Context: an optimization exercise on an open-source flow, tuned for small area, a short achievable clock period and few clock cycles per item. The choices shown serve that exercise and are no tape-out recipe. Function was checked by simulation only, so behaviour that the tests miss may differ from the original.

File: design/flow/design.v
`timescale 1ns / 1ps
  module dsp_mult#(parameter SIZE_OF_SIGNAL = 50, SIZE_OF_CONST = 36)(
    input  logic                           clk_i,
    input  logic                           rst_i,
    input  logic  [SIZE_OF_SIGNAL - 1 : 0] stage_i,
    input  logic  [SIZE_OF_CONST -  1 : 0] w_i,
    input  logic                           data_valid_i,
    output logic                           data_valid_o,
    output signed [SIZE_OF_SIGNAL - 1:0]   butterfly_stage_o
  );
  logic        [SIZE_OF_SIGNAL / 2 - 1 : 0] s_input_ff_re;
  logic        [SIZE_OF_CONST / 2 -  1 : 0] w_input_ff_re;
  logic        [SIZE_OF_SIGNAL / 2 - 1 : 0] s_input_ff_im;
  logic        [SIZE_OF_CONST / 2 -  1 : 0] w_input_ff_im;
  logic        [SIZE_OF_SIGNAL / 2 - 1 : 0] s_re_reg1;
  logic        [SIZE_OF_SIGNAL / 2 - 1 : 0] s_re_reg2;
  logic        [SIZE_OF_CONST / 2 -  1 : 0] w_re_reg1;
  logic        [SIZE_OF_CONST / 2 -  1 : 0] w_re_reg2;
  logic        [42:0]                       mult_re;
  logic        [42:0]                       mult_reg_re;
  logic signed [47:0]                       sum_re;
  logic signed [47:0]                       sum_reg_re;
  logic        [SIZE_OF_SIGNAL / 2 - 1 : 0] s_im_reg1;
  logic        [SIZE_OF_CONST / 2 -  1 : 0] w_im_reg1;
  logic        [42:0]                       mult_im;
  logic        [42:0]                       mult_reg_im1;
  logic        [42:0]                       mult_reg_im2;
  logic        [SIZE_OF_CONST / 2 -  1 : 0] w_im_reg2;
  logic        [42:0]                       mult_Ab;
  logic        [42:0]                       mult_aB;
  logic        [42:0]                       reg1_mult_aB;
  logic        [42:0]                       reg2_mult_aB;
  logic        [42:0]                       reg_mult_Ab;
  logic signed [47:0]                       sum_im;
  logic signed [47:0]                       sum_reg_im;
  logic                                     input_valid_ff;
  logic                                     data_valid_stage_1_ff;
  logic                                     data_valid_stage_2_ff;
  logic                                     data_valid_stage_3_ff;
  logic                                     data_valid_stage_4_ff;
  logic                                     output_valid_ff;
  assign s_input_ff_re = stage_i[SIZE_OF_SIGNAL - 1 : SIZE_OF_SIGNAL / 2];
  assign w_input_ff_re = w_i[SIZE_OF_CONST - 1 : SIZE_OF_CONST / 2];
  assign s_input_ff_im = stage_i[SIZE_OF_SIGNAL / 2 - 1 : 0];
  assign w_input_ff_im = w_i[SIZE_OF_CONST / 2 - 1 : 0];
  always_ff @ (posedge clk_i or posedge rst_i)
    if (rst_i)
      input_valid_ff <= '0;
    else
      input_valid_ff <= data_valid_i;
  always_ff @ (posedge clk_i or posedge rst_i)
    if (rst_i) begin
      data_valid_stage_1_ff <= '0;
      data_valid_stage_2_ff <= '0;
      data_valid_stage_3_ff <= '0;
    end
    else begin
      data_valid_stage_1_ff <= input_valid_ff;
      data_valid_stage_2_ff <= data_valid_stage_1_ff;
      data_valid_stage_3_ff <= data_valid_stage_2_ff;
    end
  always_ff @ (posedge clk_i or posedge rst_i)
    if (rst_i)
      output_valid_ff <= '0;
    else
      output_valid_ff <= data_valid_stage_3_ff;
  always_ff @(posedge clk_i) if (data_valid_i) begin
    s_re_reg1 <= s_input_ff_re;
    w_re_reg1 <= w_input_ff_re;
    s_im_reg1 <= s_input_ff_im;
    w_im_reg1 <= w_input_ff_im;
  end
  always_ff @(posedge clk_i) if (data_valid_stage_1_ff) begin
    mult_reg_im1 <= mult_im;
    s_re_reg2 <= s_re_reg1;
    w_re_reg2 <= w_re_reg1;
    w_im_reg2 <= w_im_reg1;
    reg1_mult_aB <= mult_aB;
  end
  always_ff @(posedge clk_i) if (data_valid_stage_2_ff) begin
    mult_reg_im2 <= mult_reg_im1;
    mult_reg_re <= mult_re;
    reg2_mult_aB <= reg1_mult_aB;
    reg_mult_Ab <= mult_Ab;
  end
  assign mult_im = $signed(s_im_reg1) * $signed(w_im_reg1);
  assign mult_Ab = $signed(w_im_reg2) * $signed(s_re_reg2);
  assign mult_aB = $signed(s_im_reg1) * $signed(w_re_reg1);
  assign mult_re = $signed(s_re_reg2) * $signed(w_re_reg2);
  assign sum_re = $signed(mult_reg_re) - $signed(mult_reg_im2);
  assign sum_im = $signed(reg_mult_Ab) + $signed(reg2_mult_aB);
  always_ff @(posedge clk_i) if (data_valid_stage_3_ff) begin
    sum_reg_re <= sum_re;
    sum_reg_im <= sum_im;
  end
  assign butterfly_stage_o = {sum_reg_re[40:16], sum_reg_im[40:16]};
  assign data_valid_o = butterfly_stage_o > 49'b0;
  endmodule
`timescale 1ns / 1ps
  module butterfly_stage #(parameter MAX_NUM_OF_SIGNALS = 3'd7, SIZE_OF_SIGNAL = 50, SIZE_OF_CONST = 36)(
    input  logic                         clk_i,
    input  logic                         rst_i,
    input  logic  [SIZE_OF_SIGNAL - 1:0] signal,
    input  logic  [ 2:0]                 num_of_signal,
    input  logic                         signal_flag,
    output signed [SIZE_OF_SIGNAL - 1:0] final_stage, 
    input  logic  [ 2:0]                 final_num
  );
  logic        [SIZE_OF_SIGNAL - 1:0] signal_reg      [MAX_NUM_OF_SIGNALS    :0];
  logic signed [SIZE_OF_SIGNAL - 1:0] final_stage_reg [MAX_NUM_OF_SIGNALS    :0];
  logic        [SIZE_OF_CONST  - 1:0] w               [3:0];
  logic signed [SIZE_OF_SIGNAL - 1:0] stage_reg       [MAX_NUM_OF_SIGNALS    :0];
  logic signed [SIZE_OF_SIGNAL - 1:0] stage1mutl      [MAX_NUM_OF_SIGNALS - 4:0];
  logic signed [SIZE_OF_SIGNAL - 1:0] stage1          [MAX_NUM_OF_SIGNALS    :0];
  logic signed [SIZE_OF_SIGNAL - 1:0] stage2          [MAX_NUM_OF_SIGNALS    :0];
  logic signed [SIZE_OF_SIGNAL - 1:0] stage2mutl      [MAX_NUM_OF_SIGNALS - 4:0];
  logic signed [SIZE_OF_SIGNAL - 1:0] stage2_reg      [MAX_NUM_OF_SIGNALS    :0];
  logic signed [SIZE_OF_SIGNAL - 1:0] stage3          [MAX_NUM_OF_SIGNALS    :0];
  logic signed [SIZE_OF_SIGNAL - 1:0] stage3mutl      [MAX_NUM_OF_SIGNALS - 4:0];
  logic signed [SIZE_OF_SIGNAL - 1:0] stage3_reg      [MAX_NUM_OF_SIGNALS    :0];
  logic       valid_reg_i [11:0];
  logic       valid_reg_o [11:0];
  always_ff @(posedge clk_i) begin
    if (signal_flag == 0) 
      signal_reg[num_of_signal][SIZE_OF_SIGNAL - 1:0] <= signal;
    else if (signal_flag) 
      signal_reg[MAX_NUM_OF_SIGNALS][SIZE_OF_SIGNAL - 1:0] <= signal;
  end
  assign w[0] = { 18'sd65536,  18'sd0     };
  assign w[1] = { 18'sd46341, -18'sd46341 };
  assign w[2] = { 18'sd0,     -18'sd65536 };
  assign w[3] = {-18'sd46341, -18'sd46341 };
  assign stage_reg[0] = { $signed(signal_reg[0][SIZE_OF_SIGNAL - 1 : SIZE_OF_SIGNAL / 2]) + $signed(signal_reg[4][SIZE_OF_SIGNAL - 1 : SIZE_OF_SIGNAL / 2]), $signed(signal_reg[0][SIZE_OF_SIGNAL / 2 - 1:0]) + $signed(signal_reg[4][SIZE_OF_SIGNAL / 2 - 1:0]) };
  assign stage_reg[1] = { $signed(signal_reg[1][SIZE_OF_SIGNAL - 1 : SIZE_OF_SIGNAL / 2]) + $signed(signal_reg[5][SIZE_OF_SIGNAL - 1 : SIZE_OF_SIGNAL / 2]), $signed(signal_reg[1][SIZE_OF_SIGNAL / 2 - 1:0]) + $signed(signal_reg[5][SIZE_OF_SIGNAL / 2 - 1:0]) };
  assign stage_reg[2] = { $signed(signal_reg[2][SIZE_OF_SIGNAL - 1 : SIZE_OF_SIGNAL / 2]) + $signed(signal_reg[6][SIZE_OF_SIGNAL - 1 : SIZE_OF_SIGNAL / 2]), $signed(signal_reg[2][SIZE_OF_SIGNAL / 2 - 1:0]) + $signed(signal_reg[6][SIZE_OF_SIGNAL / 2 - 1:0]) };
  assign stage_reg[3] = { $signed(signal_reg[3][SIZE_OF_SIGNAL - 1 : SIZE_OF_SIGNAL / 2]) + $signed(signal_reg[7][SIZE_OF_SIGNAL - 1 : SIZE_OF_SIGNAL / 2]), $signed(signal_reg[3][SIZE_OF_SIGNAL / 2 - 1:0]) + $signed(signal_reg[7][SIZE_OF_SIGNAL / 2 - 1:0]) };
  assign stage_reg[4] = { $signed(signal_reg[0][SIZE_OF_SIGNAL - 1 : SIZE_OF_SIGNAL / 2]) - $signed(signal_reg[4][SIZE_OF_SIGNAL - 1 : SIZE_OF_SIGNAL / 2]), $signed(signal_reg[0][SIZE_OF_SIGNAL / 2 - 1:0]) - $signed(signal_reg[4][SIZE_OF_SIGNAL / 2 - 1:0]) }; 
  assign stage_reg[5] = { $signed(signal_reg[1][SIZE_OF_SIGNAL - 1 : SIZE_OF_SIGNAL / 2]) - $signed(signal_reg[5][SIZE_OF_SIGNAL - 1 : SIZE_OF_SIGNAL / 2]), $signed(signal_reg[1][SIZE_OF_SIGNAL / 2 - 1:0]) - $signed(signal_reg[5][SIZE_OF_SIGNAL / 2 - 1:0]) };
  assign stage_reg[6] = { $signed(signal_reg[2][SIZE_OF_SIGNAL - 1 : SIZE_OF_SIGNAL / 2]) - $signed(signal_reg[6][SIZE_OF_SIGNAL - 1 : SIZE_OF_SIGNAL / 2]), $signed(signal_reg[2][SIZE_OF_SIGNAL / 2 - 1:0]) - $signed(signal_reg[6][SIZE_OF_SIGNAL / 2 - 1:0]) };
  assign stage_reg[7] = { $signed(signal_reg[3][SIZE_OF_SIGNAL - 1 : SIZE_OF_SIGNAL / 2]) - $signed(signal_reg[7][SIZE_OF_SIGNAL - 1 : SIZE_OF_SIGNAL / 2]), $signed(signal_reg[3][SIZE_OF_SIGNAL / 2 - 1:0]) - $signed(signal_reg[7][SIZE_OF_SIGNAL / 2 - 1:0]) };
  assign stage1[0] = stage_reg[0];
  assign stage1[1] = stage_reg[1];
  assign stage1[2] = stage_reg[2];
  assign stage1[3] = stage_reg[3];
  assign valid_reg_i [0] = '1;
  assign valid_reg_i [1] = '1;
  assign valid_reg_i [2] = '1;
  assign valid_reg_i [3] = '1;
  dsp_mult #() 
  dsp_mult_inst1(
    .clk_i(clk_i),
    .rst_i(rst_i),
    .stage_i(stage_reg[4]),
    .w_i(w[0]),
    .data_valid_i(valid_reg_i[0]),
    .data_valid_o(valid_reg_o[0]),
    .butterfly_stage_o(stage1[4])
  );
  dsp_mult dsp_mult_inst2(
    .clk_i(clk_i),
    .rst_i(rst_i),
    .stage_i(stage_reg[5]),
    .w_i(w[1]),
    .data_valid_i(valid_reg_i[1]),
    .data_valid_o(valid_reg_o[1]),
    .butterfly_stage_o(stage1[5])
  );
  dsp_mult dsp_mult_inst3(
    .clk_i(clk_i),
    .rst_i(rst_i),
    .stage_i(stage_reg[6]),
    .w_i(w[2]),
    .data_valid_i(valid_reg_i[2]),
    .data_valid_o(valid_reg_o[2]),
    .butterfly_stage_o(stage1[6])
  );
  dsp_mult dsp_mult_inst4(
    .clk_i(clk_i),
    .rst_i(rst_i),
    .stage_i(stage_reg[7]),
    .w_i(w[3]),
    .data_valid_i(valid_reg_i[3]),
    .data_valid_o(valid_reg_o[3]),
    .butterfly_stage_o(stage1[7])
  );
  assign stage2_reg[0] = { $signed(stage1[0][SIZE_OF_SIGNAL - 1 : SIZE_OF_SIGNAL / 2]) + $signed(stage1[2][SIZE_OF_SIGNAL - 1 : SIZE_OF_SIGNAL / 2]), $signed(stage1[0][SIZE_OF_SIGNAL / 2 - 1:0]) + $signed(stage1[2][SIZE_OF_SIGNAL / 2 - 1:0]) };
  assign stage2_reg[1] = { $signed(stage1[1][SIZE_OF_SIGNAL - 1 : SIZE_OF_SIGNAL / 2]) + $signed(stage1[3][SIZE_OF_SIGNAL - 1 : SIZE_OF_SIGNAL / 2]), $signed(stage1[1][SIZE_OF_SIGNAL / 2 - 1:0]) + $signed(stage1[3][SIZE_OF_SIGNAL / 2 - 1:0]) };
  assign stage2_reg[2] = { $signed(stage1[0][SIZE_OF_SIGNAL - 1 : SIZE_OF_SIGNAL / 2]) - $signed(stage1[2][SIZE_OF_SIGNAL - 1 : SIZE_OF_SIGNAL / 2]), $signed(stage1[0][SIZE_OF_SIGNAL / 2 - 1:0]) - $signed(stage1[2][SIZE_OF_SIGNAL / 2 - 1:0]) };
  assign stage2_reg[3] = { $signed(stage1[1][SIZE_OF_SIGNAL - 1 : SIZE_OF_SIGNAL / 2]) - $signed(stage1[3][SIZE_OF_SIGNAL - 1 : SIZE_OF_SIGNAL / 2]), $signed(stage1[1][SIZE_OF_SIGNAL / 2 - 1:0]) - $signed(stage1[3][SIZE_OF_SIGNAL / 2 - 1:0]) };
  assign stage2_reg[4] = { $signed(stage1[4][SIZE_OF_SIGNAL - 1 : SIZE_OF_SIGNAL / 2]) + $signed(stage1[6][SIZE_OF_SIGNAL - 1 : SIZE_OF_SIGNAL / 2]), $signed(stage1[4][SIZE_OF_SIGNAL / 2 - 1:0]) + $signed(stage1[6][SIZE_OF_SIGNAL / 2 - 1:0]) }; 
  assign stage2_reg[5] = { $signed(stage1[5][SIZE_OF_SIGNAL - 1 : SIZE_OF_SIGNAL / 2]) + $signed(stage1[7][SIZE_OF_SIGNAL - 1 : SIZE_OF_SIGNAL / 2]), $signed(stage1[5][SIZE_OF_SIGNAL / 2 - 1:0]) + $signed(stage1[7][SIZE_OF_SIGNAL / 2 - 1:0]) };
  assign stage2_reg[6] = { $signed(stage1[4][SIZE_OF_SIGNAL - 1 : SIZE_OF_SIGNAL / 2]) - $signed(stage1[6][SIZE_OF_SIGNAL - 1 : SIZE_OF_SIGNAL / 2]), $signed(stage1[4][SIZE_OF_SIGNAL / 2 - 1:0]) - $signed(stage1[6][SIZE_OF_SIGNAL / 2 - 1:0]) };
  assign stage2_reg[7] = { $signed(stage1[5][SIZE_OF_SIGNAL - 1 : SIZE_OF_SIGNAL / 2]) - $signed(stage1[7][SIZE_OF_SIGNAL - 1 : SIZE_OF_SIGNAL / 2]), $signed(stage1[5][SIZE_OF_SIGNAL / 2 - 1:0]) - $signed(stage1[7][SIZE_OF_SIGNAL / 2 - 1:0]) };
  assign stage2[0] = stage2_reg[0];
  assign stage2[1] = stage2_reg[1];
  assign stage2[4] = stage2_reg[4];
  assign stage2[5] = stage2_reg[5];
  assign valid_reg_i [4] = '1;
  assign valid_reg_i [5] = '1;
  assign valid_reg_i [6] = '1;
  assign valid_reg_i [7] = '1;
  dsp_mult dsp_mult_inst5(
    .clk_i(clk_i),
    .rst_i(rst_i),
    .stage_i(stage2_reg[2]),
    .w_i(w[0]),
    .data_valid_i(valid_reg_i[4]),
    .data_valid_o(valid_reg_o[4]),
    .butterfly_stage_o(stage2[2])
  );
  dsp_mult dsp_mult_inst6(
    .clk_i(clk_i),
    .rst_i(rst_i),
    .stage_i(stage2_reg[3]),
    .w_i(w[2]),
    .data_valid_i(valid_reg_i[5]),
    .data_valid_o(valid_reg_o[5]),
    .butterfly_stage_o(stage2[3])
  );
  dsp_mult dsp_mult_inst7(
    .clk_i(clk_i),
    .rst_i(rst_i),
    .stage_i(stage2_reg[6]),
    .w_i(w[0]),
    .data_valid_i(valid_reg_i[6]),
    .data_valid_o(valid_reg_o[6]),
    .butterfly_stage_o(stage2[6])
  );
  dsp_mult dsp_mult_inst8(
    .clk_i(clk_i),
    .rst_i(rst_i),
    .stage_i(stage2_reg[7]),
    .w_i(w[2]),
    .data_valid_i(valid_reg_i[7]),
    .data_valid_o(valid_reg_o[7]),
    .butterfly_stage_o(stage2[7])
  );
  assign stage3_reg[0] = { $signed(stage2[0][SIZE_OF_SIGNAL - 1 : SIZE_OF_SIGNAL / 2]) + $signed(stage2[1][SIZE_OF_SIGNAL - 1 : SIZE_OF_SIGNAL / 2]), $signed(stage2[0][SIZE_OF_SIGNAL / 2 - 1:0]) + $signed(stage2[1][SIZE_OF_SIGNAL / 2 - 1:0]) };
  assign stage3_reg[1] = { $signed(stage2[0][SIZE_OF_SIGNAL - 1 : SIZE_OF_SIGNAL / 2]) - $signed(stage2[1][SIZE_OF_SIGNAL - 1 : SIZE_OF_SIGNAL / 2]), $signed(stage2[0][SIZE_OF_SIGNAL / 2 - 1:0]) - $signed(stage2[1][SIZE_OF_SIGNAL / 2 - 1:0]) };
  assign stage3_reg[2] = { $signed(stage2[2][SIZE_OF_SIGNAL - 1 : SIZE_OF_SIGNAL / 2]) + $signed(stage2[3][SIZE_OF_SIGNAL - 1 : SIZE_OF_SIGNAL / 2]), $signed(stage2[2][SIZE_OF_SIGNAL / 2 - 1:0]) + $signed(stage2[3][SIZE_OF_SIGNAL / 2 - 1:0]) };
  assign stage3_reg[3] = { $signed(stage2[2][SIZE_OF_SIGNAL - 1 : SIZE_OF_SIGNAL / 2]) - $signed(stage2[3][SIZE_OF_SIGNAL - 1 : SIZE_OF_SIGNAL / 2]), $signed(stage2[2][SIZE_OF_SIGNAL / 2 - 1:0]) - $signed(stage2[3][SIZE_OF_SIGNAL / 2 - 1:0]) };
  assign stage3_reg[4] = { $signed(stage2[4][SIZE_OF_SIGNAL - 1 : SIZE_OF_SIGNAL / 2]) + $signed(stage2[5][SIZE_OF_SIGNAL - 1 : SIZE_OF_SIGNAL / 2]), $signed(stage2[4][SIZE_OF_SIGNAL / 2 - 1:0]) + $signed(stage2[5][SIZE_OF_SIGNAL / 2 - 1:0]) }; 
  assign stage3_reg[5] = { $signed(stage2[4][SIZE_OF_SIGNAL - 1 : SIZE_OF_SIGNAL / 2]) - $signed(stage2[5][SIZE_OF_SIGNAL - 1 : SIZE_OF_SIGNAL / 2]), $signed(stage2[4][SIZE_OF_SIGNAL / 2 - 1:0]) - $signed(stage2[5][SIZE_OF_SIGNAL / 2 - 1:0]) };
  assign stage3_reg[6] = { $signed(stage2[6][SIZE_OF_SIGNAL - 1 : SIZE_OF_SIGNAL / 2]) + $signed(stage2[7][SIZE_OF_SIGNAL - 1 : SIZE_OF_SIGNAL / 2]), $signed(stage2[6][SIZE_OF_SIGNAL / 2 - 1:0]) + $signed(stage2[7][SIZE_OF_SIGNAL / 2 - 1:0]) };
  assign stage3_reg[7] = { $signed(stage2[6][SIZE_OF_SIGNAL - 1 : SIZE_OF_SIGNAL / 2]) - $signed(stage2[7][SIZE_OF_SIGNAL - 1 : SIZE_OF_SIGNAL / 2]), $signed(stage2[6][SIZE_OF_SIGNAL / 2 - 1:0]) - $signed(stage2[7][SIZE_OF_SIGNAL / 2 - 1:0]) };
  assign final_stage_reg[0] = stage3_reg[0];
  assign final_stage_reg[2] = stage3_reg[2];
  assign final_stage_reg[4] = stage3_reg[4];
  assign final_stage_reg[6] = stage3_reg[6];
  assign valid_reg_i [8] = '1;
  assign valid_reg_i [9] = '1;
  assign valid_reg_i [10] = '1;
  assign valid_reg_i [11] = '1;
  dsp_mult dsp_mult_inst9(
    .clk_i(clk_i),
    .rst_i(rst_i),
    .stage_i(stage3_reg[1]),
    .w_i(w[0]),
    .data_valid_i(valid_reg_i[8]),
    .data_valid_o(valid_reg_o[8]),
    .butterfly_stage_o(final_stage_reg[1])
  );
  dsp_mult dsp_mult_inst10(
    .clk_i(clk_i),
    .rst_i(rst_i),
    .stage_i(stage3_reg[3]),
    .w_i(w[0]),
    .data_valid_i(valid_reg_i[9]),
    .data_valid_o(valid_reg_o[9]),
    .butterfly_stage_o(final_stage_reg[3])
  );
  dsp_mult dsp_mult_inst11(
    .clk_i(clk_i),
    .rst_i(rst_i),
    .stage_i(stage3_reg[5]),
    .w_i(w[0]),
    .data_valid_i(valid_reg_i[10]),
    .data_valid_o(valid_reg_o[10]),
    .butterfly_stage_o(final_stage_reg[5])
  );
  dsp_mult dsp_mult_inst12(
    .clk_i(clk_i),
    .rst_i(rst_i),
    .stage_i(stage3_reg[7]),
    .w_i(w[0]),
    .data_valid_i(valid_reg_i[11]),
    .data_valid_o(valid_reg_o[11]),
    .butterfly_stage_o(final_stage_reg[7])
  );
  assign final_stage = final_stage_reg[final_num];
  endmodule
`timescale 1ns / 1ps
  module FFT_wrapper #(parameter MAX_NUM_OF_SIGNALS = 8, SIZE_OF_SIGNAL = 50)(
    input  logic                                 clk_i,
    input  logic                                 reset_i,
    input  logic                                 ss_tvalid,
    input  logic                                 ss_tlast,
    output logic                                 ss_tready,
    output  logic                                ms_tvalid,
    output  logic                                ms_tlast,
    input  logic  [SIZE_OF_SIGNAL - 1:0]         signal_i,
    output signed [SIZE_OF_SIGNAL - 1:0]         signal_o,
    output logic  [MAX_NUM_OF_SIGNALS / 2 - 2:0] final_num_top
  );
  localparam WAIT_CYCLES = 12;
  localparam logic [1:0] S_LOAD = 2'd0,
                         S_WAIT = 2'd1,
                         S_OUT  = 2'd2;
  logic [1:0]                          state;
  logic [3:0]                          wait_cnt;
  logic [MAX_NUM_OF_SIGNALS / 2 - 2:0] num_of_signal_top;
  logic                                signal_flag_top;
  logic                                handshake;
  assign handshake       = ss_tvalid & ss_tready;
  assign ss_tready       = ( state == S_LOAD );
  assign signal_flag_top = ( state != S_LOAD );
  assign ms_tvalid       = ( state == S_OUT );
  assign ms_tlast        = ( state == S_OUT ) && ( final_num_top == MAX_NUM_OF_SIGNALS - 1 );
  always_ff @(posedge clk_i) begin
    if (reset_i) begin 
      state             <= S_LOAD;
      num_of_signal_top <= '0;
      wait_cnt          <= '0;
      final_num_top     <= '0;
    end
    else begin
      case (state)
        S_LOAD: if (handshake) begin
          num_of_signal_top <= num_of_signal_top + 1'd1;
          if (num_of_signal_top == MAX_NUM_OF_SIGNALS - 1) begin
            state    <= S_WAIT;
            wait_cnt <= '0;
          end
        end
        S_WAIT: begin
          wait_cnt <= wait_cnt + 1'd1;
          if (wait_cnt == WAIT_CYCLES - 1) begin
            state         <= S_OUT;
            final_num_top <= '0;
          end
        end
        S_OUT: begin
          final_num_top <= final_num_top + 1'd1;
          if (final_num_top == MAX_NUM_OF_SIGNALS - 1)
            state <= S_LOAD;
        end
        default: state <= S_LOAD;
      endcase
    end
  end
  butterfly_stage #(MAX_NUM_OF_SIGNALS, SIZE_OF_SIGNAL) 
  butterfly_stage_inst(
    .clk_i(clk_i),
    .rst_i(reset_i),
    .signal(signal_i),
    .signal_flag(signal_flag_top),
    .num_of_signal(num_of_signal_top),
    .final_stage(signal_o),
    .final_num(final_num_top)
  );
endmodule
File: design/flow/run.sh
#!/bin/bash
# synth_recipe.tcl (not shown) runs the flow's synth.tcl, then flattens the netlist and writes it again
# the make line also repeats each setting of config.mk as NAME=value (left out here)
make -C /OpenROAD-flow-scripts/flow DESIGN_CONFIG=/design/flow/config.mk WORK_HOME=/design/flow/orfs CLKGATE_MAP_FILE= SYNTH_SCRIPT=/design/flow/synth_recipe.tcl finish
File: design/flow/config.mk
export PLATFORM = sky130hd
export DESIGN_NAME = FFT_wrapper
export DESIGN_NICKNAME = FFT_wrapper
export VERILOG_FILES = /design/flow/design.v
export SDC_FILE = /design/flow/constraint.sdc
export NUM_CORES = 4
export LEC_CHECK = 0
export CAP_MARGIN = 20
export CORE_MARGIN = 2
export CORE_UTILIZATION = 40
export SLEW_MARGIN = 20
File: design/flow/constraint.sdc
create_clock -name core_clock -period 10.0 [get_ports {clk_i}]
set_input_delay 2.0000 -clock core_clock [delete_from_list [all_inputs] [get_ports {clk_i}]]
set_output_delay 2.0000 -clock core_clock [all_outputs]
set_load 0.01 [all_outputs]
==> results.yml <==
outcome:
  status: "no timing/DRC/antenna violations"
sta:
  timing.fmax_mhz: 103
  period_minus_slack_ns: 9.69
  finalSetupViolCount: 0
  worstMarginPinSlew_ns: 1.13
  skew_ns: 0.0978
  fin_crit_sh_pct: 96.9
  slew_violations: 0
  hold_slack_ns: 0.345
  hold_viol: 0
  max_slew_margin_pct: 23.9
  rsz0062_at_grt: "yes"
  setup_slack_ns: 0.310
detailed_routing:
  ant_nets: 0
  drt_iter0_markers: 12400
  first_pass_iters: 6
  dr_total_vias: 129000
  finalWirelength_mm: 559
  wl_per_cell_um: 22.4
  drc: 0
  vias_per_cell: 5.17
synth:
  synth.largest_area_cell: "edfxtp_1"
  avgSynthCellArea_um2: 11.1
  yosys.area_share.simple_pct: 7.74
  synth_top_family_by_area: "adder cells"
  synth.top_cell.area_share_pct: 36.6
  yosys-mux-area-fraction_pct: 0.447
  async_reset_ff_share_pct: 0.132
  ys_seq_area_share_pct: 42.8
  synth_edf_count: 2416
  ys.flop_type: "edfxtp_1"
  synth_seq_cells: 3032
  yosysWarnings: 70
  synth_xor_xnor_area_share_pct: 6.97
  ys_types: 106
  synthAdderAreaFrac_pct: 25.3
  synth_area_um2: 198000
  synthCells: 17800
  syn_nets: 21200
  ys_top_cells_by_area: "edfxtp_1 (37%), ha_1 (14%), fa_1 (11%)"
  synth_compound_area_share_pct: 10.4
job:
  maxCapViolCount: 0
setup_path:
  regToRegSetupSlack_ns: 1.81
  crit_path_start: "butterfly_stage_inst.signal_reg[5][25]"
  cp.depth: 28
  cp.buffers_inverters: 3
  crit_end: "signal_o[49]"
  crit_top_cell: "a21oi_1"
  cp.required_ns: 8.00
  cp_slowest_stage_delay_ns: 0.55
  r2r-start: "butterfly_stage_inst.dsp_mult_inst2.s_im_reg1[6]"
  reg2reg_depth: 24
  worst-setup-path-type: "reg -> out"
  crit_slowest_cell: "clkdlybuf4s50_1"
  crit_arrival_ns: 7.69
  end_kind: "output port"
  critPathLaunchType: "flip-flop"
  crit_family: "compound AO/OA/AOI/OAI gates"
  path_max_fanout: 10
placement:
  place_ws_ns: 0.748
  placed_area_um2: 208000
  io_buffers: 108
  place.gp.congestion: 0.962
  dpl.cell_count: 24200
  dpl.hpwl_mm: 458
grt:
  overflow: 0
  grt_util_all_layers_pct: 21.9
  grt_max_degree: 162
  grt_pass1_vias: 125000
  grt_pass1_wl_mm: 811
  antenna_found_initial: 100
clock_tree:
  cts-buffers-inserted: 326
  clk_pin_slew_worst_paths_ns: 0.06
  clock_path_buffers: 4
  clock-sinks: 3032
  ctsHoldBuffers: 0
  cts_root_buf: "clkbuf_16"
  worstSkewPairLatency_ns: 0.98
  cts_tree: "yes"
  htreeDepth: 5
final_layout:
  most-common-layout-cells: "inv_1 (2,986), edfxtp_1 (2,416), ha_1 (2,208)"
  instances_no_fill: 24900
  design_area_um2: 220000
  drive_above_1_share_pct: 5.74
  nNetsFinal: 21400
  fillers: 45400
  area_growth_pct: 11.1
  largest_reg_flops: 400
  mostFrequentLayoutCell: "inv_1"
die:
  dieArea_um2: 501000
  die_x_um: 708
  core-area_um2: 494000
  boundaryPins: 110
  start_util_pct: 40.2
  num_rows: 258
  die_h_um: 708
worst_hold_path:
  hold_class: "reg -> reg"
==> through the flow <==
stage                     setup TNS [ns]  utilization [%]
after floorplan                 -2062.54                -
after CTS                       -0.00117             44.5
after global routing              -0.121             44.6
final                                  0             44.6
after global placement                 0             42.1
after detailed placement               0             42.1
==> kinds of logic after synthesis <==
logic type | Yosys count
DFF | 3032
muxes | 83
other | 1
adders and majority gates | 3350
AOI/OAI and AO/OA | 3168
and+or+nand+nor | 3243
xor gates and xnor gates | 1573
buffers and inverters | 3347
==> worst reg2reg max path: stages, from the launching register on <==
cell,delay [ns]
dfxtp_1,0.88
inv_1,0.40
fa_1,0.62
inv_1,0.05
fa_1,0.48
ha_1,0.15
inv_1,0.05
fa_1,0.47
inv_1,0.05
fa_1,0.53
inv_1,0.05
fa_1,0.48
inv_1,0.04
ha_1,0.21
a21o_1,0.19
a21o_1,0.16
a21oi_1,0.26
o21ai_0,0.12
and2_1,0.17
a31oi_1,0.71
o31ai_1,0.27
a221o_1,0.41
o41ai_1,0.45
o21ai_0,0.21
xnor2_1,0.48
==> worst min path at each step <==
stage,startpoint,endpoint,depth (start not counted)
floorplan,butterfly_stage_inst.dsp_mult_inst1.input_valid_ff,flip-flop,0
global placement,butterfly_stage_inst.dsp_mult_inst1.input_valid_ff,flip-flop,0
detailed placement,butterfly_stage_inst.dsp_mult_inst1.input_valid_ff,flip-flop,0
CTS,butterfly_stage_inst.dsp_mult_inst2.s_re_reg1[19],butterfly_stage_inst.dsp_mult_inst2.s_re_reg2[19],0
global route,butterfly_stage_inst.dsp_mult_inst2.s_re_reg1[19],butterfly_stage_inst.dsp_mult_inst2.s_re_reg2[19],0
finish,butterfly_stage_inst.dsp_mult_inst2.s_re_reg1[19],butterfly_stage_inst.dsp_mult_inst2.s_re_reg2[19],0
==> Yosys cell counts (all sizes together) (195+ instances only) <==
cell type	instances
o21ai	550
a21oi	1080
fa	1106
a21o	247
nand2	543
ha	2242
nor2	1232
o21bai	234
clkbuf	332
nor3	358
xnor2	1134
inv	2990
edfxtp	2416
xor2	436
dfxtp	612
nor2b	195
==> cell type report <==
cell class / count / area, µm² / share of cell area, %
Multi-Input combinational cell: 11400 / 102000 / 46.2
Tap cell: 6500 / 8130 / 3.69
Inverter: 2991 / 11200 / 5.10
Sequential cell: 3032 / 84900 / 38.5
Clock inverter: 172 / 2280 / 1.03
Timing Repair Buffer: 268 / 2380 / 1.08
Clock buffer: 435 / 9350 / 4.24
Antenna cell: 84 / 210 / 0.0954
==> metal layers <==
metal  GRT usage [%]  part of all wire, %
met5               0                0.027
met1            31.8                   45
met4            7.49                  3.8
met2            33.1                   43
met3            3.57                  7.8
==> timing repair <==
action                     in CTS  in global routing
gates cloned                    0                  0
gates resized for setup        47                115
pin swaps                       3                 20
setup buffers                   1                 11
setup endpoints to repair      12                 19
Testbench counts, summed over its fixed seeds: cycles 7,168, frames 256.

afterwards: timing with drivers on the ports:
The results above use ideal ports. As a check the final layout listed here was re-extracted and re-timed, cells and wires unchanged.
Step 1, drivers: a clkbuf_16 drives clk_i and a buf_2 each remaining input, both assumed.
Step 2 adds t to the input delays and takes it off the output delays; t is the mean of the earliest and latest rising clock arrival at the registers after step 1. Input paths then give back, and output paths get back, about the clock's delay inside the block.
Slacks: no drivers / after step 1 / after step 2; pairs: no drivers / after step 1.
t (ns): 1.038
setup WS [ns]: 0.310 / 0.201 / 1.239
worst hold slack (ns): 0.345 / 0.345 / 0.345
worst setup path after step 2: register to output
slew at the worst register clock pin (ns): 0.08 / 0.08
After both steps this run still meets setup and hold. The setup slack of this run moves by -0.109 ns with the drivers and by +0.929 ns with both steps.
